Background: an optimization exercise with open tools, aiming at small area and few clock cycles per item. Do not read the settings as production practice. Function was checked by simulation only, so behaviour that the tests miss may differ from the original.

==> design.v <==
`timescale 1ns / 1ps
module csa32(
    input [31:0] x, y, z,
    input cin,
    output [31:0] s, c
    );
    assign s = x ^ y ^ z;
    assign c = {(x[30:0] & y[30:0]) | (x[30:0] & z[30:0]) | (y[30:0] & z[30:0]), cin};
endmodule
module bsig0(input [31:0] x, output [31:0] y);
    assign y = {x[1:0], x[31:2]} ^ {x[12:0], x[31:13]} ^ {x[21:0], x[31:22]};
endmodule
module bsig1(input [31:0] x, output [31:0] y);
    assign y = {x[5:0], x[31:6]} ^ {x[10:0], x[31:11]} ^ {x[24:0], x[31:25]};
endmodule
module eround(
    input [31:0] p, e, f, g,
    output [31:0] y
    );
    wire [31:0] s1, ch, s, c;
    bsig1 u_s1(.x(e), .y(s1));
    assign ch = (e & f) | (~e & g);
    csa32 u_c(.x(p), .y(ch), .z(s1), .cin(1'b0), .s(s), .c(c));
    assign y = s + c;
endmodule
module around(
    input [31:0] t, a, b, c,
    output [31:0] y
    );
    wire [31:0] s0, mj, s, cy;
    bsig0 u_s0(.x(a), .y(s0));
    assign mj = (a & b) | (a & c) | (b & c);
    csa32 u_c(.x(t), .y(mj), .z(s0), .cin(1'b0), .s(s), .c(cy));
    assign y = s + cy;
endmodule
module around0(
    input [31:0] e, d, a, b, c,
    output [31:0] y
    );
    wire [31:0] s0, mj, s1, c1, s2, c2;
    bsig0 u_s0(.x(a), .y(s0));
    assign mj = (a & b) | (a & c) | (b & c);
    csa32 u_c1(.x(e), .y(~d), .z(mj), .cin(1'b1), .s(s1), .c(c1));
    csa32 u_c2(.x(s1), .y(c1), .z(s0), .cin(1'b0), .s(s2), .c(c2));
    assign y = s2 + c2;
endmodule
module compression(
    input [31:0] ain, bin, cin, din, ein, fin, gin,
    input [31:0] dd, pp, d2,
    input pro,
    input [31:0] x, y, z,
    output [31:0] a1, a2, e2, e3
    );
    wire [31:0] t1;
    around0 u_a1(.e(ein), .d(din), .a(ain), .b(bin), .c(cin), .y(a1));
    eround  u_e2(.p(dd), .e(ein), .f(fin), .g(gin), .y(e2));
    eround  u_t1(.p(pp), .e(ein), .f(fin), .g(gin), .y(t1));
    around  u_a2(.t(t1), .a(a1), .b(ain), .c(bin), .y(a2));
    wire [31:0] ex = pro ? x : e2;
    wire [31:0] ey = pro ? y : ein;
    wire [31:0] ez = pro ? z : fin;
    eround  u_e3(.p(d2), .e(ex), .f(ey), .g(ez), .y(e3));
endmodule
`timescale 1ns / 1ps
module sigma0(
    input [31:0] X,
    output [31:0] Y
    );
    assign Y = {X[6:0], X[31:7]} ^ {X[17:0], X[31:18]} ^ {3'b000, X[31:3]};
endmodule
module sigma1(
    input [31:0] X,
    output [31:0] Y
    );
    assign Y = {X[16:0], X[31:17]} ^ {X[18:0], X[31:19]} ^ {10'b0000000000, X[31:10]};
endmodule
module expander(
    input [31:0] Wm16, Wm15, Wm7, Wm2,
    output [31:0] Wnext
    );
    wire [31:0] sigmaL0Out, sigmaL1Out, s1, c1, s2, c2;
    sigma0 s0(.X(Wm15), .Y(sigmaL0Out));
    sigma1 s1m(.X(Wm2), .Y(sigmaL1Out));
    csa32 ca(.x(sigmaL1Out), .y(Wm7), .z(Wm16), .cin(1'b0), .s(s1), .c(c1));
    csa32 cb(.x(s1), .y(c1), .z(sigmaL0Out), .cin(1'b0), .s(s2), .c(c2));
    assign Wnext = s2 + c2;
endmodule
`timescale 1ns / 1ps
module sha256_core(
    input clk, rst_n,
    input start,                
    input init,                 
    input [511:0] block,        
    output ready,
    output reg done,
    output [255:0] hash
    );
    localparam
        H01 = 32'h6A09E667,
        H02 = 32'hBB67AE85,
        H03 = 32'h3C6EF372,
        H04 = 32'hA54FF53A,
        H05 = 32'h510E527F,
        H06 = 32'h9B05688C,
        H07 = 32'h1F83D9AB,
        H08 = 32'h5BE0CD19,
        K00 = 32'h428a2f98,
        K01 = 32'h71374491,
        C0  = 32'h43baf1eb;    
    reg [31:0] a, b, c, d, e, f, g;
    reg [31:0] dd, pp;
    reg [31:0] hx, hy, hu, hv, gx, gy, gu, gv;
    reg [31:0] W [0:15];
    reg [4:0] cnt;
    reg busy;
    reg hvalid;                 
    reg [31:0] KA, KB;          
    assign ready = ~busy;
    wire accept = start & ~busy;
    wire last = busy & (cnt == 5'd31);
    wire init_eff = init | ~hvalid;
    always @(*)
        case (cnt)
        5'd0: KA = 32'hb5c0fbcf;
        5'd1: KA = 32'h3956c25b;
        5'd2: KA = 32'h923f82a4;
        5'd3: KA = 32'hd807aa98;
        5'd4: KA = 32'h243185be;
        5'd5: KA = 32'h72be5d74;
        5'd6: KA = 32'h9bdc06a7;
        5'd7: KA = 32'he49b69c1;
        5'd8: KA = 32'h0fc19dc6;
        5'd9: KA = 32'h2de92c6f;
        5'd10: KA = 32'h5cb0a9dc;
        5'd11: KA = 32'h983e5152;
        5'd12: KA = 32'hb00327c8;
        5'd13: KA = 32'hc6e00bf3;
        5'd14: KA = 32'h06ca6351;
        5'd15: KA = 32'h27b70a85;
        5'd16: KA = 32'h4d2c6dfc;
        5'd17: KA = 32'h650a7354;
        5'd18: KA = 32'h81c2c92e;
        5'd19: KA = 32'ha2bfe8a1;
        5'd20: KA = 32'hc24b8b70;
        5'd21: KA = 32'hd192e819;
        5'd22: KA = 32'hf40e3585;
        5'd23: KA = 32'h19a4c116;
        5'd24: KA = 32'h2748774c;
        5'd25: KA = 32'h391c0cb3;
        5'd26: KA = 32'h5b9cca4f;
        5'd27: KA = 32'h748f82ee;
        5'd28: KA = 32'h84c87814;
        5'd29: KA = 32'h90befffa;
        5'd30: KA = 32'hbef9a3f7;
        default: KA = 32'hbef9a3f7;
        endcase
    always @(*)
        case (cnt)
        5'd0: KB = 32'he9b5dba5;
        5'd1: KB = 32'h59f111f1;
        5'd2: KB = 32'hab1c5ed5;
        5'd3: KB = 32'h12835b01;
        5'd4: KB = 32'h550c7dc3;
        5'd5: KB = 32'h80deb1fe;
        5'd6: KB = 32'hc19bf174;
        5'd7: KB = 32'hefbe4786;
        5'd8: KB = 32'h240ca1cc;
        5'd9: KB = 32'h4a7484aa;
        5'd10: KB = 32'h76f988da;
        5'd11: KB = 32'ha831c66d;
        5'd12: KB = 32'hbf597fc7;
        5'd13: KB = 32'hd5a79147;
        5'd14: KB = 32'h14292967;
        5'd15: KB = 32'h2e1b2138;
        5'd16: KB = 32'h53380d13;
        5'd17: KB = 32'h766a0abb;
        5'd18: KB = 32'h92722c85;
        5'd19: KB = 32'ha81a664b;
        5'd20: KB = 32'hc76c51a3;
        5'd21: KB = 32'hd6990624;
        5'd22: KB = 32'h106aa070;
        5'd23: KB = 32'h1e376c08;
        5'd24: KB = 32'h34b0bcb5;
        5'd25: KB = 32'h4ed8aa4a;
        5'd26: KB = 32'h682e6ff3;
        5'd27: KB = 32'h78a5636f;
        5'd28: KB = 32'h8cc70208;
        5'd29: KB = 32'ha4506ceb;
        5'd30: KB = 32'hc67178f2;
        default: KB = 32'hc67178f2;
        endcase
    wire [31:0] fa0 = hx + a, fa1 = hy + b, fe0 = gx + f, fe1 = gy + g;
    assign hash = {fa0, fa1, hu, hv, fe0, fe1, gu, gv};
    wire [31:0] n0 = init_eff ? H01 : fa0;
    wire [31:0] n1 = init_eff ? H02 : fa1;
    wire [31:0] n2 = init_eff ? H03 : hu;
    wire [31:0] n3 = init_eff ? H04 : hv;
    wire [31:0] n4 = init_eff ? H05 : fe0;
    wire [31:0] n5 = init_eff ? H06 : fe1;
    wire [31:0] n6 = init_eff ? H07 : gu;
    wire [31:0] w0 = block[511:480], w1 = block[479:448];
    wire [31:0] l1s, l1c, m1s, m1c, l2s, l2c, d2;
    csa32 c_d2a(.x(busy ? b : hv), .y(busy ? g : gv), .z(busy ? KA : K00), .cin(1'b0), .s(l1s), .c(l1c));
    assign m1s = (~busy & init_eff) ? C0 : l1s;
    assign m1c = (~busy & init_eff) ? 32'd0 : l1c;
    csa32 c_d2b(.x(m1s), .y(m1c), .z(busy ? W[2] : w0), .cin(1'b0), .s(l2s), .c(l2c));
    assign d2 = l2s + l2c;
    wire [31:0] q1s, q1c, q2s, q2c, dd_n, pp_n;
    csa32 c_pa(.x(busy ? f : n6), .y(busy ? KB : K01), .z(busy ? W[3] : w1), .cin(1'b0), .s(q1s), .c(q1c));
    csa32 c_pb(.x(q1s), .y(q1c), .z(busy ? a : n2), .cin(1'b0), .s(q2s), .c(q2c));
    assign pp_n = q1s + q1c;
    assign dd_n = q2s + q2c;
    wire [31:0] a1, a2, e2, e3;
    compression u_compression(
        .ain(a), .bin(b), .cin(c), .din(d), .ein(e), .fin(f), .gin(g),
        .dd(dd), .pp(pp), .d2(d2),
        .pro(~busy), .x(n4), .y(n5), .z(n6),
        .a1(a1), .a2(a2), .e2(e2), .e3(e3)
        );
    wire [31:0] Wn0, Wn1;
    expander u_exp0(.Wm16(W[0]), .Wm15(W[1]), .Wm7(W[9]), .Wm2(W[14]), .Wnext(Wn0));
    expander u_exp1(.Wm16(W[1]), .Wm15(W[2]), .Wm7(W[10]), .Wm2(W[15]), .Wnext(Wn1));
    integer i;
    always @(posedge clk)
        begin
            if (~rst_n)
                begin
                    cnt <= 0;
                    busy <= 0;
                    done <= 0;
                    hvalid <= 0;
                end
            else
                begin
                    done <= last;
                    if (accept)
                        begin
                            busy <= 1;
                            hvalid <= 1;
                        end
                    else if (last)
                        busy <= 0;
                    if (accept)
                        cnt <= 0;
                    else
                        cnt <= cnt + 1'b1;
                end
        end
    always @(posedge clk)
        begin
            if (accept)
                begin
                    for (i = 0; i < 16; i = i + 1)
                        W[i] <= block[511-32*i -: 32];
                end
            else
                begin
                    for (i = 0; i < 14; i = i + 1)
                        W[i] <= W[i+2];
                    W[14] <= Wn0;
                    W[15] <= Wn1;
                end
            e <= e3;
            dd <= dd_n;
            pp <= pp_n;
            if (accept)
                begin
                    a <= n0; b <= n1; c <= n2; d <= n3;
                    f <= n4; g <= n5;
                end
            else
                begin
                    c <= a; d <= b;
                    if (busy)
                        begin
                            a <= a2; b <= a1; f <= e2; g <= e;
                        end
                end
            if (accept && init_eff)
                begin
                    hx <= H03; hy <= H04; hu <= H01; hv <= H02;
                    gx <= H07; gy <= H08; gu <= H05; gv <= H06;
                end
            else if (accept || last)
                begin
                    hx <= hu; hy <= hv; hu <= fa0; hv <= fa1;
                    gx <= gu; gy <= gv; gu <= fe0; gv <= fe1;
                end
        end
endmodule
==> run.sh <==
#!/bin/bash
# synth_recipe.tcl (not shown) runs the flow's synth.tcl, then flattens the netlist and writes it again
# the make line also repeats each setting of config.mk as NAME=value (left out here)
make -C /OpenROAD-flow-scripts/flow DESIGN_CONFIG=/design/flow/config.mk WORK_HOME=/design/flow/orfs CLKGATE_MAP_FILE= SYNTH_SCRIPT=/design/flow/synth_recipe.tcl finish
==> config.mk <==
export PLATFORM = sky130hd
export DESIGN_NAME = sha256_core
export DESIGN_NICKNAME = sha256_core
export VERILOG_FILES = /design/flow/design.v
export SDC_FILE = /design/flow/constraint.sdc
export NUM_CORES = 4
export LEC_CHECK = 0
export CAP_MARGIN = 20
export CORE_MARGIN = 2
export CORE_UTILIZATION = 40
export PLACE_DENSITY = 0.6
export SLEW_MARGIN = 20
==> constraint.sdc <==
create_clock -name core_clock -period 8.0 [get_ports {clk}]
set_input_delay 1.6000 -clock core_clock [delete_from_list [all_inputs] [get_ports {clk}]]
set_output_delay 1.6000 -clock core_clock [all_outputs]
set_load 0.01 [all_outputs]
==> results of run 1 <==
cells in the mapped netlist (9+ instances only):
cell	count
clkbuf_1	379
mux2i_1	90
o22ai_1	24
o22a_1	35
o21ai_1	21
o21a_1	55
ha_1	444
nor2_1	413
edfxtp_1	128
nor2b_1	49
xnor2_1	633
a21oi_1	569
and3_1	50
a2111oi_0	10
a2bb2oi_1	17
a31o_2	12
a21boi_0	11
o21bai_1	51
o21ai_0	527
a31oi_1	57
and2_1	65
nor3_1	102
dfxtp_1	1000
o211ai_1	42
or2_2	13
nand4_1	21
o31ai_1	28
inv_1	830
nand2_1	2037
buf_1	51
a211oi_1	52
a21o_1	201
nand3_1	168
nand2b_1	74
o2111ai_1	9
or3_1	19
fa_1	443
maj3_1	32
a211o_1	10
a22oi_1	36
a22o_1	65
mux2_2	89
xor2_1	267
metal layers:
layer | track usage, % | up-vias
met2 | 66.39 | 3632
met5 | 0 | -
met3 | 8.505 | 886
met4 | 28.33 | 18
met1 | 51.94 | 37400
li1 | - | 34320
worst max path at each step:
stage	startpoint	slack, ns	cells after the start	endpoint
3_5_place_dp	init	-0.67	32	e[31]
6_report	a[14]	0.14	36	a[27]
5_1_grt	b[0]	-0.10	36	a[31]
4_1_cts	e[14]	0.0003	35	e[31]
2_1_floorplan	init	0.003	36	e[31]
3_3_place_gp	init	-0.74	34	e[31]
timing repair:
action | CTS | global route
resized for setup | 33 | 125
pin swaps | 10 | 70
buffers inserted | 4 | 25
hold endpoints to repair | 0 | 0
cloned | 0 | 0
setup endpoints to repair | 16 | 22
through the flow:
stage,instance area [µm²],setup TNS [ns],worst slack (ns)
floorplan,78200,0,0.003128
global placement,96570,-4.015,-0.7443
detailed placement,96570,-4.755,-0.6700
CTS,101700,0,0.0003055
global route,102500,-0.3939,-0.1030
finish,102500,0,0.1357
critical path: cells and delay by family (launching register included):
family	cells	cell delay, ns
AND/OR/NAND/NOR	2	0.34
AO/OA/AOI/OAI	16	2.72
XOR/XNOR	4	0.64
flip-flops	1	0.55
adder cells (fa/ha/maj)	6	2.25
buffers and inverters	8	1.10
cell families (layout without fill, tap and decap cells):
group	Yosys count	count (layout)	share of synthesized area (%)
simple gates	3053	3053	16.29
compound gates	1941	1941	15.62
buf+inv	1265	3009	6.078
flops	1128	1128	30.54
fa+ha+maj	920	920	18.88
xor+xnor	901	901	10.12
mux	181	181	2.479
other cells	0	29	0
layout make-up:
| cell class | instances | area [µm²] | share of cell area [%] |
|---|---|---|---|
| multi-input cells | 6996 | 50390 | 49.15 |
| flip-flops and latches | 1128 | 23880 | 23.28 |
| repair buffers | 1918 | 16950 | 16.53 |
| inverters | 834 | 3131 | 3.053 |
| clock buffers | 197 | 4000 | 3.901 |
| well taps | 2542 | 3181 | 3.102 |
| diodes | 29 | 72.57 | 0.07077 |
| clock inverters | 60 | 937.1 | 0.9140 |
==> flow_metrics.tcl, run 1 <==
set metrics [dict create \
    critPathMaxStageDelay_ns 0.56 \
    layout.cells.most_common "nand2_1" \
    crit_type "flip-flop to flip-flop" \
    overflow 0 \
    fin_worst_hold_slack_ns 0.4043 \
    dpl.cell_count 13390 \
    slew_viol_final 0 \
    vias_per_cell 5.565 \
    design.die.area_um2 198900 \
    fraction_of_final_layout_cells_sized_beyond_drive_strength_1_pct 14.92 \
    post-synth-top-area-cell "dfxtp_1" \
    final_core_util_pct 52.69 \
    timing.hold.worst_endpoint "W[2][26]" \
    max-slew-margin-rel_pct 20.75 \
    registers.top_by_ff_count "W" \
    worst_hold_path_stage_count 2 \
    post_synth_inst_count 9389 \
    fraction_of_post_synthesis_cell_area_in_the_top_cell_type_by_area_pct 25.62 \
    grt_usage_pct 42.11 \
    share_of_flip_flops_with_an_asynchronous_set_or_reset_pct 0 \
    die_x_um 446.0 \
    cts_htree_levels 4 \
    reg2reg_setup_slack_ns 0.14 \
    critPathLaunchType "flip-flop" \
    rsz_0062_raised_after_global_routing "yes" \
    route.vias.total 76260 \
    wl_met3_mm 34.62 \
    synth_edf_count 128 \
    grt_start_max_net_pins 178 \
    layout_worst_path_cycle_share_pct 98.30 \
    topRoutingLayerUsed "met5" \
    tritoncts.num_buffers 138 \
    crit-reg2reg-launch "a[14]" \
    first_global_vias 74130 \
    final_estimated_routing_congestion_in_global_placement 1.089 \
    clk_pin_slew_ns 0.06 \
    flow.area_growth_from_synthesis_pct 31.22 \
    timing_hold_violations_final 0 \
    grt_first_pass_wirelength_mm 582.4 \
    setup_violations 0 \
    fmax_mhz 127.2 \
    cts_tree "yes" \
    routed-wl-met2_mm 192.6 \
    cpMostUsedCell "buf_4" \
    cap_violations 0 \
    post-route-drc-count 0 \
    initial_utilization_pct 40.16 \
    worstRegToRegCells 36 \
    synthFlopType "dfxtp_1" \
    critPathCaptureType "flip-flop" \
    layout.filler_cells 18380 \
    floorplan.io_pins 774 \
    fin_crit_ns 7.864 \
    register_area_share_after_synthesis_pct 30.54 \
    crit_path_top_delay_cell "fa_1" \
    final_antenna_net_count 0 \
    synth.ff_latch_count 1128 \
    mappedNetlistNets 10790 \
    tritoncts_num_sinks 1128 \
    iter_0_drt_violations 8327 \
    worstMarginPinSlew_ns 1.180 \
    timing.hold.worst.class "flip-flop to flip-flop" \
    synth.lib_cells_used.distinct 107 \
    synth_cell_area_um2 78140 \
    dpl.hpwl_mm 358.3 \
    ys_warn_count 3 \
    buffer_ports.inserted 773 \
    clockBufferDepth 3 \
    final_cell_count_no_fill 13700 \
    worst-endpoint-required_ns 8.57 \
    netlist_top_cells_area "dfxtp_1 (26%), fa_1 (11%), nand2_1 (9.8%), ha_1 (7.1%), xnor2_1 (7.1%)" \
    cp.arrival_ns 8.44 \
    num_rows 162 \
    fp.coreArea_um2 194600 \
    grt_antenna_before_repair 43 \
    clock_skew_ns 0.05919 \
    nNetsFinal 12420 \
    final_cell_mix "nand2_1 (2031), buf_4 (1093), dfxtp_1 (992)" \
    post_drt_wl_per_cell_um 31.44 \
    largest_register_ffs 512 \
    post_synth.cell_area_avg_um2 8.323 \
    rr_endpoint "a[27]" \
    detail_route.first_pass.iterations 8 \
    min_from "W[4][26]" \
    cts_hold_buf 0 \
    clockRootBuffer "clkbuf_16" \
    wirelength_mm 430.9 \
    routedLengthMet1_mm 169.2 \
    floorplan.die.height_um 446.0 \
    maximum_fanout_along_the_worst_path 4 \
    run_status "complete, no violations" \
    clkLatencyLatePin_ns 0.84 \
]
Testbench counts, summed over its fixed seeds: cycles 7,689, blocks 233.
==> inputs of run 2 (changes only) <==
--- a/design.v
+++ b/design.v
@@ -48,3 +48,3 @@
     input [31:0] ain, bin, cin, din, ein, fin, gin,
-    input [31:0] dd, pp, d2,
+    input [31:0] dd, d2,
     input pro,
@@ -56,3 +56,8 @@
     eround  u_e2(.p(dd), .e(ein), .f(fin), .g(gin), .y(e2));
-    eround  u_t1(.p(pp), .e(ein), .f(fin), .g(gin), .y(t1));
+    wire [31:0] s1e, che, t1s, t1c, t2s, t2c;
+    bsig1 u_s1e(.x(ein), .y(s1e));
+    assign che = (ein & fin) | (~ein & gin);
+    csa32 u_t1a(.x(dd), .y(che), .z(s1e), .cin(1'b0), .s(t1s), .c(t1c));
+    csa32 u_t1b(.x(t1s), .y(t1c), .z(~cin), .cin(1'b1), .s(t2s), .c(t2c));
+    assign t1 = t2s + t2c;
     around  u_a2(.t(t1), .a(a1), .b(ain), .c(bin), .y(a2));
@@ -63,2 +68,29 @@
 endmodule
+module add32_bk(
+    input [31:0] x, y,
+    output [31:0] s
+    );
+    wire [31:0] g0 = x & y, p0 = x ^ y;
+    reg [31:0] G, P;
+    integer l, i;
+    always @(*)
+        begin
+            G = g0; P = p0;
+            for (l = 0; l < 5; l = l + 1)
+                for (i = 0; i < 32; i = i + 1)
+                    if ((i % (2 << l)) == (2 << l) - 1)
+                        begin
+                            G[i] = G[i] | (P[i] & G[i - (1 << l)]);
+                            P[i] = P[i] & P[i - (1 << l)];
+                        end
+            for (l = 3; l >= 0; l = l - 1)
+                for (i = 0; i < 32; i = i + 1)
+                    if ((i % (2 << l)) == (1 << l) - 1 && i >= (2 << l))
+                        begin
+                            G[i] = G[i] | (P[i] & G[i - (1 << l)]);
+                            P[i] = P[i] & P[i - (1 << l)];
+                        end
+        end
+    assign s = p0 ^ {G[30:0], 1'b0};
+endmodule
 `timescale 1ns / 1ps
@@ -85,3 +117,3 @@
     csa32 cb(.x(s1), .y(c1), .z(sigmaL0Out), .cin(1'b0), .s(s2), .c(c2));
-    assign Wnext = s2 + c2;
+    add32_bk u_add(.x(s2), .y(c2), .s(Wnext));
 endmodule
@@ -110,3 +142,3 @@
     reg [31:0] a, b, c, d, e, f, g;
-    reg [31:0] dd, pp;
+    reg [31:0] dd;
     reg [31:0] hx, hy, hu, hv, gx, gy, gu, gv;
@@ -115,2 +147,3 @@
     reg busy;
+    reg idle;                   
     reg hvalid;                 
@@ -191,3 +224,7 @@
         endcase
-    wire [31:0] fa0 = hx + a, fa1 = hy + b, fe0 = gx + f, fe1 = gy + g;
+    wire [31:0] fa0, fa1, fe0, fe1;
+    add32_bk u_fa0(.x(hx), .y(a), .s(fa0));
+    add32_bk u_fa1(.x(hy), .y(b), .s(fa1));
+    add32_bk u_fe0(.x(gx), .y(f), .s(fe0));
+    add32_bk u_fe1(.x(gy), .y(g), .s(fe1));
     assign hash = {fa0, fa1, hu, hv, fe0, fe1, gu, gv};
@@ -200,14 +237,14 @@
     wire [31:0] n6 = init_eff ? H07 : gu;
-    wire [31:0] w0 = block[511:480], w1 = block[479:448];
+    wire [31:0] Wd0 = idle ? block[511:480] : W[2];
+    wire [31:0] Wd1 = busy ? W[3] : block[479:448];
     wire [31:0] l1s, l1c, m1s, m1c, l2s, l2c, d2;
-    csa32 c_d2a(.x(busy ? b : hv), .y(busy ? g : gv), .z(busy ? KA : K00), .cin(1'b0), .s(l1s), .c(l1c));
-    assign m1s = (~busy & init_eff) ? C0 : l1s;
-    assign m1c = (~busy & init_eff) ? 32'd0 : l1c;
-    csa32 c_d2b(.x(m1s), .y(m1c), .z(busy ? W[2] : w0), .cin(1'b0), .s(l2s), .c(l2c));
+    csa32 c_d2a(.x(idle ? hv : b), .y(idle ? gv : g), .z(idle ? K00 : KA), .cin(1'b0), .s(l1s), .c(l1c));
+    assign m1s = (idle & init_eff) ? C0 : l1s;
+    assign m1c = (idle & init_eff) ? 32'd0 : l1c;
+    csa32 c_d2b(.x(m1s), .y(m1c), .z(Wd0), .cin(1'b0), .s(l2s), .c(l2c));
     assign d2 = l2s + l2c;
-    wire [31:0] q1s, q1c, q2s, q2c, dd_n, pp_n;
-    csa32 c_pa(.x(busy ? f : n6), .y(busy ? KB : K01), .z(busy ? W[3] : w1), .cin(1'b0), .s(q1s), .c(q1c));
+    wire [31:0] q1s, q1c, q2s, q2c, dd_n;
+    csa32 c_pa(.x(busy ? f : n6), .y(busy ? KB : K01), .z(Wd1), .cin(1'b0), .s(q1s), .c(q1c));
     csa32 c_pb(.x(q1s), .y(q1c), .z(busy ? a : n2), .cin(1'b0), .s(q2s), .c(q2c));
-    assign pp_n = q1s + q1c;
-    assign dd_n = q2s + q2c;
+    add32_bk u_dd(.x(q2s), .y(q2c), .s(dd_n));
     wire [31:0] a1, a2, e2, e3;
@@ -215,3 +252,3 @@
         .ain(a), .bin(b), .cin(c), .din(d), .ein(e), .fin(f), .gin(g),
-        .dd(dd), .pp(pp), .d2(d2),
+        .dd(dd), .d2(d2),
         .pro(~busy), .x(n4), .y(n5), .z(n6),
@@ -223,2 +260,10 @@
     integer i;
+    reg [31:0] Wn [2:15];     
+    always @(*)
+        begin
+            for (i = 2; i < 14; i = i + 1)
+                Wn[i] = W[i+2];
+            Wn[14] = Wn0;
+            Wn[15] = Wn1;
+        end
     always @(posedge clk)
@@ -229,2 +274,3 @@
                     busy <= 0;
+                    idle <= 1;
                     done <= 0;
@@ -238,2 +284,3 @@
                             busy <= 1;
+                            idle <= 0;
                             hvalid <= 1;
@@ -241,3 +288,6 @@
                     else if (last)
-                        busy <= 0;
+                        begin
+                            busy <= 0;
+                            idle <= 1;
+                        end
                     if (accept)
@@ -250,17 +300,8 @@
         begin
-            if (accept)
-                begin
-                    for (i = 0; i < 16; i = i + 1)
-                        W[i] <= block[511-32*i -: 32];
-                end
-            else
-                begin
-                    for (i = 0; i < 14; i = i + 1)
-                        W[i] <= W[i+2];
-                    W[14] <= Wn0;
-                    W[15] <= Wn1;
-                end
+            W[0] <= Wd0;
+            W[1] <= Wd1;
+            for (i = 2; i < 16; i = i + 1)
+                W[i] <= busy ? Wn[i] : block[511-32*i -: 32];
             e <= e3;
             dd <= dd_n;
-            pp <= pp_n;
             if (accept)
--- a/config.mk
+++ b/config.mk
@@ -10,2 +10,3 @@
 export CORE_UTILIZATION = 40
+export CTS_BUF_LIST = sky130_fd_sc_hd__clkbuf_4 sky130_fd_sc_hd__clkbuf_8
 export PLACE_DENSITY = 0.6
==> run 2 against run 1 <==
Compared with the run above: now fails the layout checks on negative setup slack; first-iteration DRC count down 15%; via count down 9.8%; clock skew is 0.023 ns higher; non-clock buffer count increased by 127.
==> flow_metrics.tcl, run 2 <==
set metrics [dict create \
    run_status "failed layout checks" \
    violatedChecks "negative setup slack" \
    post-route-drc-count 0 \
    fin_worst_hold_slack_ns 0.4423 \
    post-synth-top-area-cell "dfxtp_1" \
    floorplan.die.height_um 434.5 \
    largest_register_ffs 512 \
    topRoutingLayerUsed "met5" \
    synth-simple-area-share_pct 8.758 \
    fmax_mhz 125.0 \
    grt_start_max_net_pins 159 \
    critPathCaptureType "flip-flop" \
    final_cell_mix "buf_4 (1209), dfxtp_1 (964), inv_1 (835)" \
    post_synth_inst_count 7732 \
    yosys.area_share.xor_xnor_pct 9.452 \
    final_cell_area_um2 100100 \
    clkLatencyLatePin_ns 1.02 \
    overflow 0 \
    crit_type "flip-flop to flip-flop" \
    flow.area_growth_from_synthesis_pct 35.03 \
    first_global_vias 68700 \
    initial_utilization_pct 40.11 \
    layout.cells.most_common "buf_4" \
    timing.setup.tns_ns -0.0002078 \
    detailedPlace.worstSlack_ns -0.9476 \
    critPathLaunchType "flip-flop" \
    routed-wl-met2_mm 190.3 \
    synthFlopType "dfxtp_1" \
    maximum_fanout_along_the_worst_path 2 \
    rsz_0062_raised_after_global_routing "yes" \
    layout_worst_path_cycle_share_pct 100.0 \
    worst_hold_path_stage_count 1 \
    yosysMostFrequentCell "dfxtp_1" \
    synth.ff_latch_count 1097 \
    clockRootBuffer "clkbuf_8" \
    register_area_share_after_synthesis_pct 31.35 \
    synthMuxAreaShare_pct 8.687 \
    post_synth.cell_area_avg_um2 9.588 \
    registers.top_by_ff_count "W" \
    dpl-instance-area_um2 93640 \
    clock_skew_ns 0.08175 \
    synth_top_family_by_area "adder cells" \
    cap_violations 0 \
    routedLengthMet1_mm 149.5 \
    crit_path_top_delay_cell "fa_1" \
    worst-endpoint-required_ns 8.74 \
    dpl.cell_count 11860 \
    final_estimated_routing_congestion_in_global_placement 1.120 \
    die_x_um 434.5 \
    final_cell_count_no_fill 12320 \
    cpMostUsedCell "buf_4" \
    synth_compound_area_share_pct 13.57 \
    critPathMaxStageDelay_ns 0.52 \
    fp.coreArea_um2 184800 \
    fraction_of_post_synthesis_cell_area_in_the_top_cell_type_by_area_pct 26.17 \
    synth_edf_count 128 \
    num_rows 158 \
    clockBufferDepth 3 \
    cp.arrival_ns 8.74 \
    synth.lib_cells_used.distinct 87 \
    grt_antenna_before_repair 60 \
    cts_htree_levels 4 \
    cts_tree "yes" \
    iter_0_drt_violations 7053 \
    netlist_top_cells_area "dfxtp_1 (26%), fa_1 (15%), mux2_2 (7.5%), ha_1 (6.8%), xnor2_1 (6.7%)" \
    tritoncts.num_buffers 202 \
    vias_per_cell 5.582 \
    clk_pin_slew_ns 0.06 \
    setup_ws_ns -0.0002078 \
    ys_warn_count 6 \
    max-slew-margin-rel_pct 9.526 \
    design.die.area_um2 188800 \
    timing.hold.worst.class "flip-flop to flip-flop" \
    grt_first_pass_wirelength_mm 570.6 \
    post_drt_wl_per_cell_um 34.94 \
    dpl.hpwl_mm 357.8 \
    post_synth_fa_ha_maj_area_fraction_pct 22.05 \
    wirelength_mm 430.2 \
    final_antenna_net_count 0 \
    timing_hold_violations_final 0 \
    grt_usage_pct 44.69 \
    floorplan.io_pins 774 \
    slew_viol_final 0 \
    detail_route.first_pass.iterations 7 \
    mappedNetlistNets 9195 \
    share_of_flip_flops_with_an_asynchronous_set_or_reset_pct 0 \
    wl_met3_mm 34.95 \
    nNetsFinal 11080 \
    synth_cell_area_um2 74130 \
    buffer_ports.inserted 773 \
    setup_violations 1 \
    worstMarginPinSlew_ns 1.343 \
    route.vias.total 68750 \
    netlist_top_cells_count "dfxtp_1 (969), inv_1 (844), nand2_1 (649)" \
    worstRegToRegCells 35 \
    fin_crit_ns 8.000 \
    tritoncts_num_sinks 1097 \
    final_core_util_pct 54.15 \
    fraction_of_final_layout_cells_sized_beyond_drive_strength_1_pct 24.26 \
]
-- run 2: per-layer routing --
layer  vias to the layer above  GRT usage (%)
li1                      29790              -
met1                     33690          48.54
met2                      3812          69.58
met3                      1427          10.63
met4                        32          46.66
met5                         -         0.5379
-- run 2: kinds of logic (layout without fill, tap and decap cells) --
group                    count (synthesis)  after routing
other                                    0             44
adder cells (fa/ha/maj)                989            989
multiplexers                           582            582
AO/OA/AOI/OAI                         1576           1576
XOR/XNOR                               796            796
AND/OR/NAND/NOR                       1481           1481
buffers and inverters                 1211           3270
flip-flops                            1097           1097
-- run 2: timing repair --
action / in CTS / in global routing
hold buffers: 0 / 0
gates cloned: 0 / 0
endpoints found under the setup margin: 45 / 23
pin swaps: 57 / 123
resized for setup: 105 / 129
buffers inserted: 28 / 20
-- run 2: layout make-up --
cell class	count	area, µm²
diodes	44	110.1
clock buffers	304	3884
clock inverters	71	882.1
fillers	17050	84740
inverters	850	3196
multi-input cells	5424	47710
flip-flops and latches	1097	23250
well taps	2480	3103
repair buffers	2045	17960
-- run 2: worst paths after layout --
kind	startpoint	endpoint	slack, ns
worst max-delay path	e[27]	a[31]	-0.0002
worst min-delay path	W[5][27]	W[3][27]	0.44
worst max register to register	e[27]	a[31]	-0.0002
worst min register to register	W[5][27]	W[3][27]	0.44
-- run 2: critical path, delay by kind of cell (launching register included) --
| family | cells | cell delay, ns |
|---|---|---|
| flops | 1 | 0.33 |
| mux | 1 | 0.15 |
| xor+xnor | 4 | 0.74 |
| compound gates | 14 | 2.96 |
| buf+inv | 6 | 0.84 |
| simple gates | 5 | 0.67 |
| fa+ha+maj | 5 | 2.04 |
Testbench counts of run 2, summed over its fixed seeds: cycles 7,689, blocks 233.
==> inputs of run 3 (changes only) <==
--- a/design.v
+++ b/design.v
@@ -35,22 +35,11 @@
 endmodule
-module around0(
-    input [31:0] e, d, a, b, c,
-    output [31:0] y
-    );
-    wire [31:0] s0, mj, s1, c1, s2, c2;
-    bsig0 u_s0(.x(a), .y(s0));
-    assign mj = (a & b) | (a & c) | (b & c);
-    csa32 u_c1(.x(e), .y(~d), .z(mj), .cin(1'b1), .s(s1), .c(c1));
-    csa32 u_c2(.x(s1), .y(c1), .z(s0), .cin(1'b0), .s(s2), .c(c2));
-    assign y = s2 + c2;
-endmodule
 module compression(
-    input [31:0] ain, bin, cin, din, ein, fin, gin,
-    input [31:0] dd, d2,
+    input [31:0] ain, bin, cin, ein, fin, gin, tt,
+    input [31:0] dd, d2, p2,
     input pro,
     input [31:0] x, y, z,
-    output [31:0] a1, a2, e2, e3
+    output [31:0] a1, a2, e2, e3, t3
     );
     wire [31:0] t1;
-    around0 u_a1(.e(ein), .d(din), .a(ain), .b(bin), .c(cin), .y(a1));
+    around  u_a1(.t(tt), .a(ain), .b(bin), .c(cin), .y(a1));
     eround  u_e2(.p(dd), .e(ein), .f(fin), .g(gin), .y(e2));
@@ -67,2 +56,3 @@
     eround  u_e3(.p(d2), .e(ex), .f(ey), .g(ez), .y(e3));
+    eround  u_t3(.p(p2), .e(ex), .f(ey), .g(ez), .y(t3));
 endmodule
@@ -139,6 +129,6 @@
         K00 = 32'h428a2f98,
-        K01 = 32'h71374491,
-        C0  = 32'h43baf1eb;    
-    reg [31:0] a, b, c, d, e, f, g;
+        K01 = 32'h71374491;
+    reg [31:0] a, b, c, e, f, g;
     reg [31:0] dd;
+    reg [31:0] tt;              
     reg [31:0] hx, hy, hu, hv, gx, gy, gu, gv;
@@ -237,9 +227,9 @@
     wire [31:0] n6 = init_eff ? H07 : gu;
+    wire [31:0] n7 = init_eff ? H08 : gv;
     wire [31:0] Wd0 = idle ? block[511:480] : W[2];
     wire [31:0] Wd1 = busy ? W[3] : block[479:448];
-    wire [31:0] l1s, l1c, m1s, m1c, l2s, l2c, d2;
-    csa32 c_d2a(.x(idle ? hv : b), .y(idle ? gv : g), .z(idle ? K00 : KA), .cin(1'b0), .s(l1s), .c(l1c));
-    assign m1s = (idle & init_eff) ? C0 : l1s;
-    assign m1c = (idle & init_eff) ? 32'd0 : l1c;
-    csa32 c_d2b(.x(m1s), .y(m1c), .z(Wd0), .cin(1'b0), .s(l2s), .c(l2c));
+    wire [31:0] l1s, l1c, l2s, l2c, p2, d2;
+    csa32 c_d2a(.x(idle ? n7 : g), .y(idle ? K00 : KA), .z(Wd0), .cin(1'b0), .s(l1s), .c(l1c));
+    csa32 c_d2b(.x(l1s), .y(l1c), .z(idle ? n3 : b), .cin(1'b0), .s(l2s), .c(l2c));
+    assign p2 = l1s + l1c;
     assign d2 = l2s + l2c;
@@ -249,8 +239,8 @@
     add32_bk u_dd(.x(q2s), .y(q2c), .s(dd_n));
-    wire [31:0] a1, a2, e2, e3;
+    wire [31:0] a1, a2, e2, e3, t3;
     compression u_compression(
-        .ain(a), .bin(b), .cin(c), .din(d), .ein(e), .fin(f), .gin(g),
-        .dd(dd), .d2(d2),
+        .ain(a), .bin(b), .cin(c), .ein(e), .fin(f), .gin(g), .tt(tt),
+        .dd(dd), .d2(d2), .p2(p2),
         .pro(~busy), .x(n4), .y(n5), .z(n6),
-        .a1(a1), .a2(a2), .e2(e2), .e3(e3)
+        .a1(a1), .a2(a2), .e2(e2), .e3(e3), .t3(t3)
         );
@@ -305,2 +295,3 @@
             e <= e3;
+            tt <= t3;
             dd <= dd_n;
@@ -308,3 +299,3 @@
                 begin
-                    a <= n0; b <= n1; c <= n2; d <= n3;
+                    a <= n0; b <= n1; c <= n2;
                     f <= n4; g <= n5;
@@ -313,3 +304,3 @@
                 begin
-                    c <= a; d <= b;
+                    c <= a;
                     if (busy)
==> flow/run.sh (new file) <==
#!/bin/bash
# The standard layout (standard.sh), with plain buf_1 cells as the port buffers
# instead of the delay buffers buffer_ports picks by default.
set -euo pipefail
bash standard.sh "BUFFER_PORTS_ARGS=-buffer_cell sky130_fd_sc_hd__buf_1" finish > flow_make.log 2>&1
==> standard.sh (new file) <==
#!/bin/bash
# synth_recipe.tcl (not shown) runs the flow's synth.tcl, then flattens the netlist and writes it again
# the make line also repeats each setting of config.mk as NAME=value (left out here)
make -C /OpenROAD-flow-scripts/flow DESIGN_CONFIG=/design/flow/config.mk WORK_HOME=/design/flow/orfs CLKGATE_MAP_FILE= SYNTH_SCRIPT=/design/flow/synth_recipe.tcl "${@:-finish}"
--- a/config.mk
+++ b/config.mk
@@ -12,2 +12,3 @@
 export PLACE_DENSITY = 0.6
+export SETUP_SLACK_MARGIN = 0.1
 export SLEW_MARGIN = 20
removed: run.sh
==> run 3 against run 2 <==
Compared with the run above: now clean on timing, DRC and antenna; first-iteration DRC count grew 27%; sequential share of layout area up 0.96 points; critical endpoint is now e[31]; cell count increased by 1.7%.
==> flow_metrics.tcl, run 3 <==
set metrics [dict create \
    run_status "complete, no violations" \
    synth_compound_area_share_pct 14.19 \
    clk_pin_slew_ns 0.07 \
    yosys.area_share.xor_xnor_pct 9.763 \
    fmax_mhz 127.3 \
    reg2reg_setup_slack_ns 0.14 \
    layout.cells.most_common "buf_4" \
    timing.setup.tns_ns 0 \
    layout_worst_path_cycle_share_pct 98.20 \
    dpl.cell_count 12090 \
    tritoncts.num_buffers 197 \
    critPathLaunchType "flip-flop" \
    slew_viol_final 0 \
    clock_skew_ns 0.1229 \
    synth_edf_count 128 \
    ys_warn_count 6 \
    post_synth.cell_area_avg_um2 9.437 \
    timing.hold.worst.class "flip-flop to flip-flop" \
    synthFlopType "dfxtp_1" \
    synth.lib_cells_used.distinct 84 \
    final_core_util_pct 50.60 \
    mappedNetlistNets 9621 \
    vias_per_cell 5.717 \
    cap_violations 0 \
    fin_worst_hold_slack_ns 0.4323 \
    iter_0_drt_violations 8992 \
    cts_tree "yes" \
    worst_hold_path_stage_count 1 \
    floorplan.io_pins 774 \
    grt_start_max_net_pins 172 \
    crit_type "flip-flop to flip-flop" \
    share_of_flip_flops_with_an_asynchronous_set_or_reset_pct 0 \
    dpl-instance-area_um2 90310 \
    grt_first_pass_wirelength_mm 558.8 \
    synthMuxAreaShare_pct 7.837 \
    crit_path_top_delay_cell "fa_1" \
    clockRootBuffer "clkbuf_8" \
    maximum_fanout_along_the_worst_path 3 \
    post-synth-top-area-cell "dfxtp_1" \
    worst-endpoint-required_ns 8.89 \
    fp.coreArea_um2 190000 \
    setup_violations 0 \
    buffer_ports.inserted 773 \
    timing.hold.worst_endpoint "W[5][9]" \
    final_estimated_routing_congestion_in_global_placement 1.095 \
    design.die.area_um2 194500 \
    post_synth_inst_count 8096 \
    max-slew-margin-rel_pct 11.82 \
    rsz_0062_raised_after_global_routing "yes" \
    netlist_top_cells_area "dfxtp_1 (25%), fa_1 (14%), ha_1 (7.6%), mux2_2 (6.9%), xnor2_1 (6.5%)" \
    min_from "W[7][9]" \
    num_rows 160 \
    critPathMaxStageDelay_ns 0.52 \
    fraction_of_final_layout_cells_sized_beyond_drive_strength_1_pct 21.92 \
    registers.top_by_ff_count "W" \
    detail_route.first_pass.iterations 6 \
    synth-simple-area-share_pct 9.608 \
    netlist_top_cells_count "dfxtp_1 (969), inv_1 (798), nand2_1 (638)" \
    grt_antenna_before_repair 63 \
    post_synth_fa_ha_maj_area_fraction_pct 22.41 \
    worstMarginPinSlew_ns 1.309 \
    largest_register_ffs 512 \
    route.vias.total 71600 \
    dpl.hpwl_mm 352.3 \
    die_x_um 441.1 \
    initial_utilization_pct 40.22 \
    worstRegToRegCells 38 \
    timing_hold_violations_final 0 \
    final_cell_count_no_fill 12520 \
    cts_htree_levels 4 \
    overflow 0 \
    clockBufferDepth 3 \
    wirelength_mm 420.7 \
    first_global_vias 67920 \
    grt_usage_pct 41.93 \
    yosysMostFrequentCell "dfxtp_1" \
    synth_cell_area_um2 76410 \
    cpMostUsedCell "a21oi_2" \
    setup_ws_ns 0.1443 \
    final_cell_mix "buf_4 (1051), dfxtp_1 (965), inv_1 (794)" \
    synth.ff_latch_count 1097 \
    register_area_share_after_synthesis_pct 30.42 \
    fin_crit_ns 7.856 \
    detailedPlace.worstSlack_ns -0.7078 \
    fraction_of_post_synthesis_cell_area_in_the_top_cell_type_by_area_pct 25.39 \
    post_drt_wl_per_cell_um 33.59 \
    post-route-drc-count 0 \
    synth_top_family_by_area "adder cells" \
    final_antenna_net_count 0 \
    rr_endpoint "e[31]" \
    crit-reg2reg-launch "f[0]" \
    nNetsFinal 11340 \
    tritoncts_num_sinks 1097 \
    flow.area_growth_from_synthesis_pct 25.82 \
    cp.arrival_ns 8.75 \
    final_cell_area_um2 96130 \
    clkLatencyLatePin_ns 1.06 \
    floorplan.die.height_um 441.1 \
    critPathCaptureType "flip-flop" \
]
==> run 3: changes by cell type after synthesis, moves of 47 or more <==
| cell | delta |
|---|---|
| nor2_1 | +81 |
| a21oi_1 | +78 |
| ha_1 | +63 |
| o21ai_0 | +55 |
| nand3_1 | +54 |
| xor2_1 | +47 |
==> run 3: cell type report <==
| class | instances | area, µm² |
|---|---|---|
| clock buffers | 308 | 3814 |
| well taps | 2511 | 3142 |
| diodes | 31 | 77.57 |
| flip-flops and latches | 1097 | 23250 |
| multi-input cells | 5825 | 49960 |
| fillers | 18070 | 93850 |
| repair buffers | 1896 | 12190 |
| clock inverters | 56 | 700.7 |
| inverters | 800 | 3004 |
==> run 3: logic make-up after synthesis <==
kind of cell               after synthesis
buffers and inverters                 1174
muxes                                  540
and+or+nand+nor                       1668
DFF                                   1097
xor gates and xnor gates               847
adders and majority gates             1052
AOI/OAI and AO/OA                     1718
==> run 3: routing by layer <==
metal | track usage [%] | wire, µm | share of wire [%] | vias to the layer above
li1 | - | - | - | 30860
met1 | 54.75 | 167100 | 40 | 35490
met2 | 61.49 | 177700 | 42 | 4249
met3 | 12.04 | 46420 | 11 | 955
met4 | 24.48 | 29260 | 7.0 | 40
met5 | 0 | 273 | 0.065 | -
==> run 3: worst max-delay path by stage <==
stage	to	from	depth (start not counted)	slack (ns)
floorplan	e[31]	init	32	0.02
global placement	e[31]	f[0]	32	-0.62
detailed placement	e[31]	f[0]	32	-0.71
CTS	e[31]	e[8]	35	0.05
global route	e[31]	f[0]	38	-0.05
finish	e[31]	f[0]	38	0.14
==> run 3: critical path: cells and delay by family, from the launching register on <==
kind                       cells  cell delay [ns]
AOI/OAI and AO/OA             19             3.23
xor gates and xnor gates       4             0.74
adders and majority gates      5             1.73
buffers and inverters          5             0.75
DFF                            1             0.39
and+or+nand+nor                5             0.86
==> run 3: repair_timing <==
| item | 4_1_cts | 5_1_grt |
|---|---|---|
| hold endpoints to repair | 0 | 0 |
| buffers inserted | 11 | 28 |
| hold buffers | 0 | 0 |
| pin swaps | 16 | 71 |
| cloned | 0 | 0 |
| resized for setup | 41 | 127 |
| setup endpoints to repair | 28 | 30 |
Testbench counts of run 3, summed over its fixed seeds: cycles 7,689, blocks 233.
==> inputs of run 4 (changes only) <==
--- a/config.mk
+++ b/config.mk
@@ -12,3 +12,3 @@
 export PLACE_DENSITY = 0.6
-export SETUP_SLACK_MARGIN = 0.1
+export SETUP_SLACK_MARGIN = 0.3
 export SLEW_MARGIN = 20
==> run 4 against run 3 <==
Compared with the run above: critical path type unchanged; sequential share of layout area up 0.067 points; worst setup slack better by 0.11 ns; clock-buffer cell count fell by 16; non-clock buffer count fell by 79; core utilization decreased by 0.12 points; cell area is 0.24% lower; die area is the same; via count is 0.20% higher; maximum frequency grew 1.4%; worst hold slack worse by 0.012 ns; cell count is 0.62% lower.
==> flow_metrics.tcl, run 4 <==
set metrics [dict create \
    clockRootBuffer "clkbuf_8" \
    num_rows 160 \
    final_cell_mix "buf_4 (988), dfxtp_1 (959), inv_1 (791)" \
    post_drt_wl_per_cell_um 32.99 \
    crit_path_top_delay_cell "dfxtp_1" \
    grt_antenna_before_repair 39 \
    clkLatencyLatePin_ns 1.06 \
    layout_worst_path_cycle_share_pct 96.85 \
    cp.arrival_ns 8.64 \
    critPathLaunchType "flip-flop" \
    tritoncts_num_sinks 1097 \
    critPathCaptureType "flip-flop" \
    buffer_ports.inserted 773 \
    synth.lib_cells_used.distinct 84 \
    fin_crit_ns 7.748 \
    synthFlopType "dfxtp_1" \
    clockBufferDepth 3 \
    rsz_0062_raised_after_global_routing "yes" \
    wirelength_mm 410.6 \
    total_area_of_multi_input_combinational_cells_um2 50380 \
    area.sequential_um2 23260 \
    critical-path-top-delay-family "compound AO/OA/AOI/OAI gates" \
    post-route-drc-count 0 \
    fraction_of_final_layout_cells_sized_beyond_drive_strength_1_pct 22.03 \
    route.vias.total 71740 \
    design.die.area_um2 194500 \
    cts_htree_levels 4 \
    yosysMostFrequentCell "dfxtp_1" \
    overflow 0 \
    layout.filler_cells 17990 \
    floorplan.io_pins 774 \
    first_global_vias 67990 \
    clock_skew_ns 0.09102 \
    cts_tree "yes" \
    cap_violations 0 \
    netlist_top_cells_count "dfxtp_1 (969), inv_1 (798), nand2_1 (638)" \
    slew_viol_final 0 \
    post_synth.cell_area_avg_um2 9.437 \
    synth_edf_count 128 \
    detail_route.first_pass.iterations 10 \
    critical_path_buf_inv_count 4 \
    synth.ff_latch_count 1097 \
    register_area_share_after_synthesis_pct 30.42 \
    worstMarginPinSlew_ns 1.251 \
    vias_per_cell 5.764 \
    grt_first_pass_wirelength_mm 547.2 \
    registers.top_by_ff_count "W" \
    iter_0_drt_violations 8882 \
    crit_type "flip-flop to flip-flop" \
    flow.area_growth_from_synthesis_pct 25.51 \
    die_x_um 441.1 \
    fmax_mhz 129.1 \
    fp.coreArea_um2 190000 \
    grt_start_max_net_pins 126 \
    fraction_of_post_synthesis_cell_area_in_the_top_cell_type_by_area_pct 25.39 \
    run_status "complete, no violations" \
    timing.setup.tns_ns 0 \
    netlist_top_cells_area "dfxtp_1 (25%), fa_1 (14%), ha_1 (7.6%), mux2_2 (6.9%), xnor2_1 (6.5%)" \
    grt_usage_pct 40.89 \
    final_estimated_routing_congestion_in_global_placement 1.101 \
    critPathMaxStageDelay_ns 0.67 \
    max-slew-margin-rel_pct 15.74 \
    share_of_flip_flops_with_an_asynchronous_set_or_reset_pct 0 \
    largest_register_ffs 512 \
    reg2reg_setup_slack_ns 0.25 \
    synth_cell_area_um2 76410 \
    post_synth_inst_count 8096 \
    dpl.hpwl_mm 339.9 \
    timing_hold_violations_final 0 \
    global_route.usage.met3_pct 12.09 \
    global_route.usage.met1_pct 53.53 \
    tritoncts.num_buffers 197 \
    worst-endpoint-required_ns 8.89 \
    maximum_fanout_along_the_worst_path 4 \
    mappedNetlistNets 9621 \
    final_antenna_net_count 0 \
    floorplan.die.height_um 441.1 \
    layout.cells.most_common "buf_4" \
    setup_violations 0 \
    clk_pin_slew_ns 0.06 \
    ys_warn_count 6 \
    nNetsFinal 11260 \
    initial_utilization_pct 40.22 \
    timing.hold.worst.class "flip-flop to flip-flop" \
    grt_busiest_layer "met2" \
    groute.layer.met2.usage_pct 58.45 \
    post-synth-top-area-cell "dfxtp_1" \
]
==> run 4: cell count changes in the layout (fill, tap and decap cells not counted), sizes merged <==
cell | before | now
clkinvlp | 4 | 7
clkbuf | 308 | 293
buf | 1895 | 1815
bufinv | 10 | 18
diode | 31 | 26
clkinv | 34 | 43
inv | 808 | 810
==> run 4: worst paths after layout <==
path,start,end,cells after the start
min reg2reg,W[6][16],W[4][16],1
max,e[31],e[31],31
max reg2reg,e[31],e[31],31
min,W[6][16],W[4][16],1
==> run 4: layer usage <==
metal	vias up	wire length, µm
met3	1056	47430
met4	22	31970
met2	4573	169600
met1	35400	161400
met5	-	143
li1	30690	-
==> run 4: what timing repair did <==
item	in CTS	in global routing
pin swaps	33	130
resized for setup	75	190
endpoints found under the setup margin	38	48
setup buffers	13	36
hold buffers	0	0
==> run 4: worst reg2reg max path, delay by kind of cell (launching register included) <==
kind | cells | cell delay (ns)
simple gates | 4 | 0.99
buf+inv | 4 | 0.61
fa+ha+maj | 4 | 1.65
xor+xnor | 5 | 1.18
compound gates | 14 | 2.51
flops | 1 | 0.67
==> run 4: through the flow <==
| step | area (µm²) | hold slack (ns) | worst slack (ns) | cells | util (%) |
|---|---|---|---|---|---|
| final | 95900 | 0.4202 | 0.2521 | 12450 | 50.48 |
| after CTS | 94520 | 0.4292 | 0.2306 | 12380 | 49.75 |
| after global routing | 95870 | 0.4493 | 0.09682 | 12430 | 50.46 |
| after detailed placement | 89320 | 0.4395 | -0.2713 | 12000 | 47.01 |
| after floorplan | 76600 | 0.4319 | 0.01600 | 8096 | - |
| after global placement | 89310 | 0.4359 | -0.3477 | 12000 | 47.01 |
==> run 4: cell type report <==
class	instances	area share, %
Antenna cell	26	0.06784
Clock buffer	292	3.878
Clock inverter	78	1.035
Inverter	800	3.133
Multi-Input combinational cell	5825	52.53
Sequential cell	1097	24.25
Tap cell	2511	3.276
Timing Repair Buffer	1817	11.82
==> run 4: cell families (layout without fill, tap and decap cells) <==
kind of cell | Yosys count | after routing | share of synthesized area, %
simple gates | 1668 | 1668 | 9.608
compound gates | 1718 | 1718 | 14.19
fa+ha+maj | 1052 | 1052 | 22.41
xor+xnor | 847 | 847 | 9.763
flops | 1097 | 1097 | 30.42
other cells | 0 | 26 | 0
buf+inv | 1174 | 2987 | 5.774
mux | 540 | 540 | 7.837
==> inputs of run 5 (changes only) <==
==> flow/run.sh (replaced) <==
#!/bin/bash
# The standard layout (standard.sh) with two placement changes:
#  - plain buf_1 cells as the port buffers instead of the delay buffers
#    buffer_ports picks by default;
#  - timing-driven global placement keeps its net weights but not the buffers
#    its trial repair_design runs insert (GPL_KEEP_OVERFLOW=0); the regular
#    repair steps after placement still run.
set -euo pipefail
bash standard.sh "BUFFER_PORTS_ARGS=-buffer_cell sky130_fd_sc_hd__buf_1" GPL_KEEP_OVERFLOW=0 finish > flow_make.log 2>&1
--- a/config.mk
+++ b/config.mk
@@ -12,3 +12,3 @@
 export PLACE_DENSITY = 0.6
-export SETUP_SLACK_MARGIN = 0.3
+export SETUP_SLACK_MARGIN = 0.2
 export SLEW_MARGIN = 20
==> run 5 against run 4 <==
Compared with the run above: critical path depth is 7 lower; cell count is 6.1% lower; area after synthesis stayed put; worst hold slack better by 0.00074 ns; flip-flop and latch count stayed put; clock-buffer cell count is 16 higher; first-iteration DRC count is 1.8% higher.
==> flow_metrics.tcl, run 5 <==
set metrics [dict create \
    timing.critical_path.cells "inv_1 -> maj3_1 -> fa_1 -> inv_1 -> ha_1 -> a21oi_1 -> o21ai_0 -> o41a_1 -> a21oi_2 -> o21a_2 -> nand2_2 -> a31oi_4 -> xnor2_4 -> xnor2_1 -> fa_1 -> ha_1 -> and2_1 -> a22o_1 -> or2_2 -> a211o_1 -> a21o_1 -> a21oi_1 -> xor2_2 -> a21oi_1" \
    post-route-drc-count 0 \
    mappedNetlistNets 9621 \
    wl_met3_mm 46.14 \
    num_rows 160 \
    grt_first_pass_wirelength_mm 532.5 \
    netlist_top_cells_count "dfxtp_1 (969), inv_1 (798), nand2_1 (638)" \
    cts_htree_levels 4 \
    fmax_mhz 128.7 \
    clkLatencyLatePin_ns 1.08 \
    final_cell_area_um2 91740 \
    dpl-instance-area_um2 83360 \
    largest_register_ffs 512 \
    detail_route.first_pass.iterations 8 \
    ys_warn_count 6 \
    synth.lib_cells_used.distinct 84 \
    worst-endpoint-required_ns 8.80 \
    die_x_um 441.1 \
    fp.coreArea_um2 190000 \
    dpl.hpwl_mm 330.4 \
    nNetsFinal 10500 \
    synthMuxAreaShare_pct 7.837 \
    synth_compound_area_share_pct 14.19 \
    crit_type "flip-flop to flip-flop" \
    final_antenna_net_count 0 \
    max-slew-margin-rel_pct 16.07 \
    routed-wl-met2_mm 170.9 \
    first_global_vias 64000 \
    slew_viol_final 0 \
    grt_antenna_before_repair 45 \
    min_from "W[6][4]" \
    final_cell_mix "dfxtp_1 (935), inv_1 (778), buf_1 (771)" \
    route.vias.total 68850 \
    post_drt_wl_per_cell_um 34.83 \
    critPathCaptureType "flip-flop" \
    worstMarginPinSlew_ns 1.248 \
    synth_top_family_by_area "adder cells" \
    synth.ff_latch_count 1097 \
    overflow 0 \
    post_synth_fa_ha_maj_area_fraction_pct 22.41 \
    yosys.area_share.xor_xnor_pct 9.763 \
    grt_start_max_net_pins 65 \
    topRoutingLayerUsed "met5" \
    iter_0_drt_violations 9039 \
    reg2reg_setup_slack_ns 0.23 \
    routedLengthMet1_mm 160.8 \
    critPathLaunchType "flip-flop" \
    critPathMaxStageDelay_ns 0.51 \
    post-synth-top-area-cell "dfxtp_1" \
    layout.cells.most_common "dfxtp_1" \
    floorplan.io_pins 774 \
    post_synth.cell_area_avg_um2 9.437 \
    cts_tree "yes" \
    register_area_share_after_synthesis_pct 30.42 \
    maximum_fanout_along_the_worst_path 5 \
    synthFlopType "dfxtp_1" \
    synth_edf_count 128 \
    wirelength_mm 406.8 \
    rsz_0062_raised_after_global_routing "yes" \
    flow.area_growth_from_synthesis_pct 20.07 \
    cpMostUsedCell "a21oi_1" \
    layout_worst_path_cycle_share_pct 97.12 \
    design.die.area_um2 194500 \
    clockRootBuffer "clkbuf_8" \
    crit_path_top_delay_cell "fa_1" \
    fraction_of_post_synthesis_cell_area_in_the_top_cell_type_by_area_pct 25.39 \
    setup_violations 0 \
    tritoncts_num_sinks 1097 \
    timing.hold.worst.class "flip-flop to flip-flop" \
    final_estimated_routing_congestion_in_global_placement 1.066 \
    cp.arrival_ns 8.57 \
    clock_skew_ns 0.09298 \
    critical_path_buf_inv_count 2 \
    grt_usage_pct 40.17 \
    clockBufferDepth 3 \
    fin_crit_ns 7.770 \
    buffer_ports.inserted 773 \
    tritoncts.num_buffers 198 \
    netlist_top_cells_area "dfxtp_1 (25%), fa_1 (14%), ha_1 (7.6%), mux2_2 (6.9%), xnor2_1 (6.5%)" \
    share_of_flip_flops_with_an_asynchronous_set_or_reset_pct 0 \
    registers.top_by_ff_count "W" \
    cap_violations 0 \
    fraction_of_final_layout_cells_sized_beyond_drive_strength_1_pct 16.48 \
    vias_per_cell 5.894 \
    run_status "complete, no violations" \
    critPathLaunch "a[8]" \
    clk_pin_slew_ns 0.07 \
    synth-simple-area-share_pct 9.608 \
    initial_utilization_pct 40.22 \
    final_core_util_pct 48.29 \
    crit-reg2reg-launch "a[8]" \
    floorplan.die.height_um 441.1 \
    synth_cell_area_um2 76410 \
    critical-path-top-delay-family "compound AO/OA/AOI/OAI gates" \
    post_synth_inst_count 8096 \
    cts_hold_buf 0 \
    timing_hold_violations_final 0 \
    fin_worst_hold_slack_ns 0.4210 \
    yosysMostFrequentCell "dfxtp_1" \
]
## run 5: cell types whose count changed in the layout (fill, tap and decap cells not counted), sizes merged, moves of 3 or more
cell      before   now
buf         1815  1040
bufinv        18    13
clkbuf       293   316
clkinv        43    32
clkinvlp       7    10
inv          810   806
## run 5: timing repair
| item | CTS | global route |
|---|---|---|
| pin swaps | 31 | 95 |
| resized for setup | 169 | 179 |
| endpoints found under the setup margin | 77 | 35 |
| gates cloned | 2 | 6 |
| setup buffers | 101 | 89 |
## run 5: cell type report
type	instances	area, µm²
multi-input cells	5826	50960
well taps	2511	3142
clock buffers	308	3901
clock inverters	61	804.5
inverters	800	3020
fillers	18060	98240
flip-flops and latches	1097	23350
repair buffers	1051	6500
diodes	27	67.56
## run 5: path summary, 6_finish.rpt
check        cells after the start       to
max                             24    a[15]
min                              1  W[4][4]
max reg2reg                     24    a[15]
min reg2reg                      1  W[4][4]
## run 5: cells by family after synthesis
| kind of cell | count (synthesis) |
|---|---|
| AO/OA/AOI/OAI | 1718 |
| AND/OR/NAND/NOR | 1668 |
| buffers and inverters | 1174 |
| flip-flops | 1097 |
| adder cells (fa/ha/maj) | 1052 |
| XOR/XNOR | 847 |
| multiplexers | 540 |
## run 5: routing by layer
layer / vias to the layer above / global-route usage, %
met2: 4411 / 58.58
li1: 29180 / -
met5: - / 0.1985
met1: 34240 / 53.15
met3: 998 / 11.10
met4: 30 / 23.07
## run 5: metrics by stage
step,instances,setup TNS (ns),setup slack (ns)
2_1_floorplan,8096,0,0.01600
3_3_place_gp,11010,-,-97.72
3_5_place_dp,11090,-36.69,-1.197
4_1_cts,11560,0,0.1403
5_1_grt,11670,0,0.1138
6_report,11680,0,0.2300
## run 5: worst reg2reg max path, stage by stage, from the launching register on
cell and delay (ns):
edfxtp_1 0.48, inv_1 0.27, maj3_1 0.48, fa_1 0.51, inv_1 0.04, ha_1 0.35
a21oi_1 0.29, o21ai_0 0.19, o41a_1 0.45, a21oi_2 0.30, o21a_2 0.30, nand2_2 0.15
a31oi_4 0.26, xnor2_4 0.22, xnor2_1 0.16, fa_1 0.51, ha_1 0.37, and2_1 0.19
a22o_1 0.22, or2_2 0.34, a211o_1 0.35, a21o_1 0.20, a21oi_1 0.26, xor2_2 0.51
a21oi_1 0.14
==> inputs of run 6 (changes only) <==
--- a/config.mk
+++ b/config.mk
@@ -12,3 +12,3 @@
 export PLACE_DENSITY = 0.6
-export SETUP_SLACK_MARGIN = 0.2
+export SETUP_SLACK_MARGIN = 0.1
 export SLEW_MARGIN = 20
==> run 6 against run 5 <==
Compared with the run above: wire length down 0.51%; synthesized cell count is the same; flip-flop and latch count is the same; sequential share of layout area up 0.21 points; still clean on timing, DRC and antenna; first-iteration DRC count fell by 2.2%; via count fell by 0.18%; cell count fell by 0.34%; worst setup slack worse by 0.11 ns; critical path type unchanged; critical endpoint is now e[31].
==> flow_metrics.tcl, run 6 <==
set metrics [dict create \
    yosysMostFrequentCell "dfxtp_1" \
    die_x_um 441.1 \
    clk_pin_slew_ns 0.07 \
    fin_crit_ns 7.883 \
    route.vias.total 68730 \
    worst-endpoint-required_ns 8.90 \
    post_synth_inst_count 8096 \
    clock_skew_ns 0.09600 \
    grt_antenna_before_repair 42 \
    timing.setup.tns_ns 0 \
    clockRootBuffer "clkbuf_8" \
    fraction_of_final_layout_cells_sized_beyond_drive_strength_1_pct 15.49 \
    timing_hold_violations_final 0 \
    post_synth_fa_ha_maj_area_fraction_pct 22.41 \
    synth_cell_area_um2 76410 \
    worst_hold_path_stage_count 1 \
    post-synth-top-area-cell "dfxtp_1" \
    fraction_of_post_synthesis_cell_area_in_the_top_cell_type_by_area_pct 25.39 \
    num_rows 160 \
    cp.arrival_ns 8.78 \
    floorplan.io_pins 774 \
    cts_hold_buf 0 \
    post_drt_wl_per_cell_um 34.77 \
    final_cell_mix "dfxtp_1 (935), inv_1 (784), buf_1 (773)" \
    netlist_top_cells_count "dfxtp_1 (969), inv_1 (798), nand2_1 (638)" \
    layout_worst_path_cycle_share_pct 98.54 \
    maximum_fanout_along_the_worst_path 5 \
    synth.lib_cells_used.distinct 84 \
    synth_top_family_by_area "adder cells" \
    final_antenna_net_count 0 \
    registers.top_by_ff_count "W" \
    grt_first_pass_wirelength_mm 530.8 \
    synth_compound_area_share_pct 14.19 \
    slew_viol_final 0 \
    post_synth.cell_area_avg_um2 9.437 \
    setup_violations 0 \
    share_of_flip_flops_with_an_asynchronous_set_or_reset_pct 0 \
    detail_route.first_pass.iterations 8 \
    run_status "complete, no violations" \
    overflow 0 \
    synthMuxAreaShare_pct 7.837 \
    flow.area_growth_from_synthesis_pct 19.08 \
    fp.coreArea_um2 190000 \
    tritoncts.num_buffers 198 \
    synth.ff_latch_count 1097 \
    first_global_vias 63890 \
    grt_start_max_net_pins 65 \
    critPathCaptureType "flip-flop" \
    cts_htree_levels 4 \
]
run 6: cell count changes in the layout (fill, tap and decap cells not counted), sizes merged:
cell and change:
buf -44, diode +8, clkbuf -3, bufbuf -1
run 6: critical path, delay by kind of cell (launching register included):
| kind | cells | cell delay [ns] |
|---|---|---|
| AO/OA/AOI/OAI | 14 | 3.15 |
| adder cells (fa/ha/maj) | 4 | 1.85 |
| XOR/XNOR | 2 | 1.18 |
| AND/OR/NAND/NOR | 5 | 0.96 |
| flip-flops | 1 | 0.39 |
| buffers and inverters | 1 | 0.22 |
run 6: final timing paths:
check / endpoint / slack, ns / startpoint
worst max-delay path: e[31] / 0.12 / g[1]
worst min-delay path: W[4][4] / 0.42 / W[6][4]
worst max register to register: e[31] / 0.12 / g[1]
worst min register to register: W[4][4] / 0.42 / W[6][4]
run 6: final cells by class:
type	count	area [µm²]	area share (%)
diodes	35	87.58	0.09626
clock buffers	308	3901	4.288
clock inverters	61	804.5	0.8842
inverters	800	3020	3.320
multi-input cells	5826	50610	55.62
flip-flops and latches	1097	23340	25.66
well taps	2511	3142	3.453
repair buffers	1003	6078	6.681
run 6: metrics by stage:
| stage | cells | util (%) | area, µm² |
|---|---|---|---|
| after floorplan | 8096 | - | 76600 |
| after global placement | 11010 | 42.73 | 81180 |
| after detailed placement | 11090 | 43.88 | 83360 |
| after CTS | 11540 | 47.12 | 89530 |
| after global routing | 11620 | 47.86 | 90930 |
| final | 11640 | 47.89 | 90980 |
run 6: cells by family (layout without fill, tap and decap cells):
family                     Yosys count  after routing
buffers and inverters             1174           2172
muxes                              540            540
and+or+nand+nor                   1668           1669
adders and majority gates         1052           1052
DFF                               1097           1097
other                                0             35
xor gates and xnor gates           847            847
AOI/OAI and AO/OA                 1718           1718
run 6: repair_timing:
action	4_1_cts	5_1_grt
gates cloned	1	5
pin swaps	20	62
endpoints found under the hold margin	0	0
setup endpoints to repair	73	38
gates resized for setup	133	152
setup buffers	84	60
run 6: layer usage:
metal | vias to the layer above | part of all wire (%) | GRT usage, % | wire, µm
met2 | 4274 | 42 | 58.69 | 170900
met5 | - | 0.055 | 0 | 223
li1 | 29120 | - | - | -
met1 | 34360 | 40 | 53.17 | 161200
met4 | 22 | 6.8 | 22.34 | 27600
met3 | 946 | 11 | 10.76 | 44870

separate check: timing with driven ports:
No port has a modelled driver above. Below, the same layouts with a new extraction and two added sets of constraints.
Step 1 assumes that a clkbuf_16 drives the clock port and a buf_2 every other input.
Step 2, shift: input delay + t, output delay - t, t = (earliest + latest rising clock arrival at the registers) / 2. This alone moves slack from input paths to output paths.
Slacks: ideal ports / drivers / drivers and shift; pairs: ideal ports / drivers.
| run | t, ns | slack for setup (ns) | clock arrival spread, ns | slew at the worst register clock pin (ns) | worst slew at a driven data input, ns |
|---|---|---|---|---|---|
| run 1 | 0.907 | 0.136 / 0.136 / -0.499 | 0.060 / 0.059 | 0.07 / 0.07 | 0.20 |
| run 2 | 1.078 | 0.000 / 0.000 / -0.607 | 0.082 / 0.082 | 0.07 / 0.07 | 0.25 |
| run 3 | 1.101 | 0.144 / 0.115 / -0.771 | 0.133 / 0.133 | 0.07 / 0.07 | 0.31 |
| run 4 | 1.098 | 0.252 / 0.252 / -0.376 | 0.091 / 0.091 | 0.08 / 0.08 | 0.28 |
| run 5 | 1.131 | 0.230 / 0.203 / -0.614 | 0.093 / 0.093 | 0.08 / 0.08 | 0.17 |
| run 6 | 1.101 | 0.117 / 0.117 / -0.821 | 0.096 / 0.096 | 0.07 / 0.07 | 0.19 |
The setup slack of run 6, which loses most, moves by 0.000 ns with the drivers and by -0.938 ns with both steps.
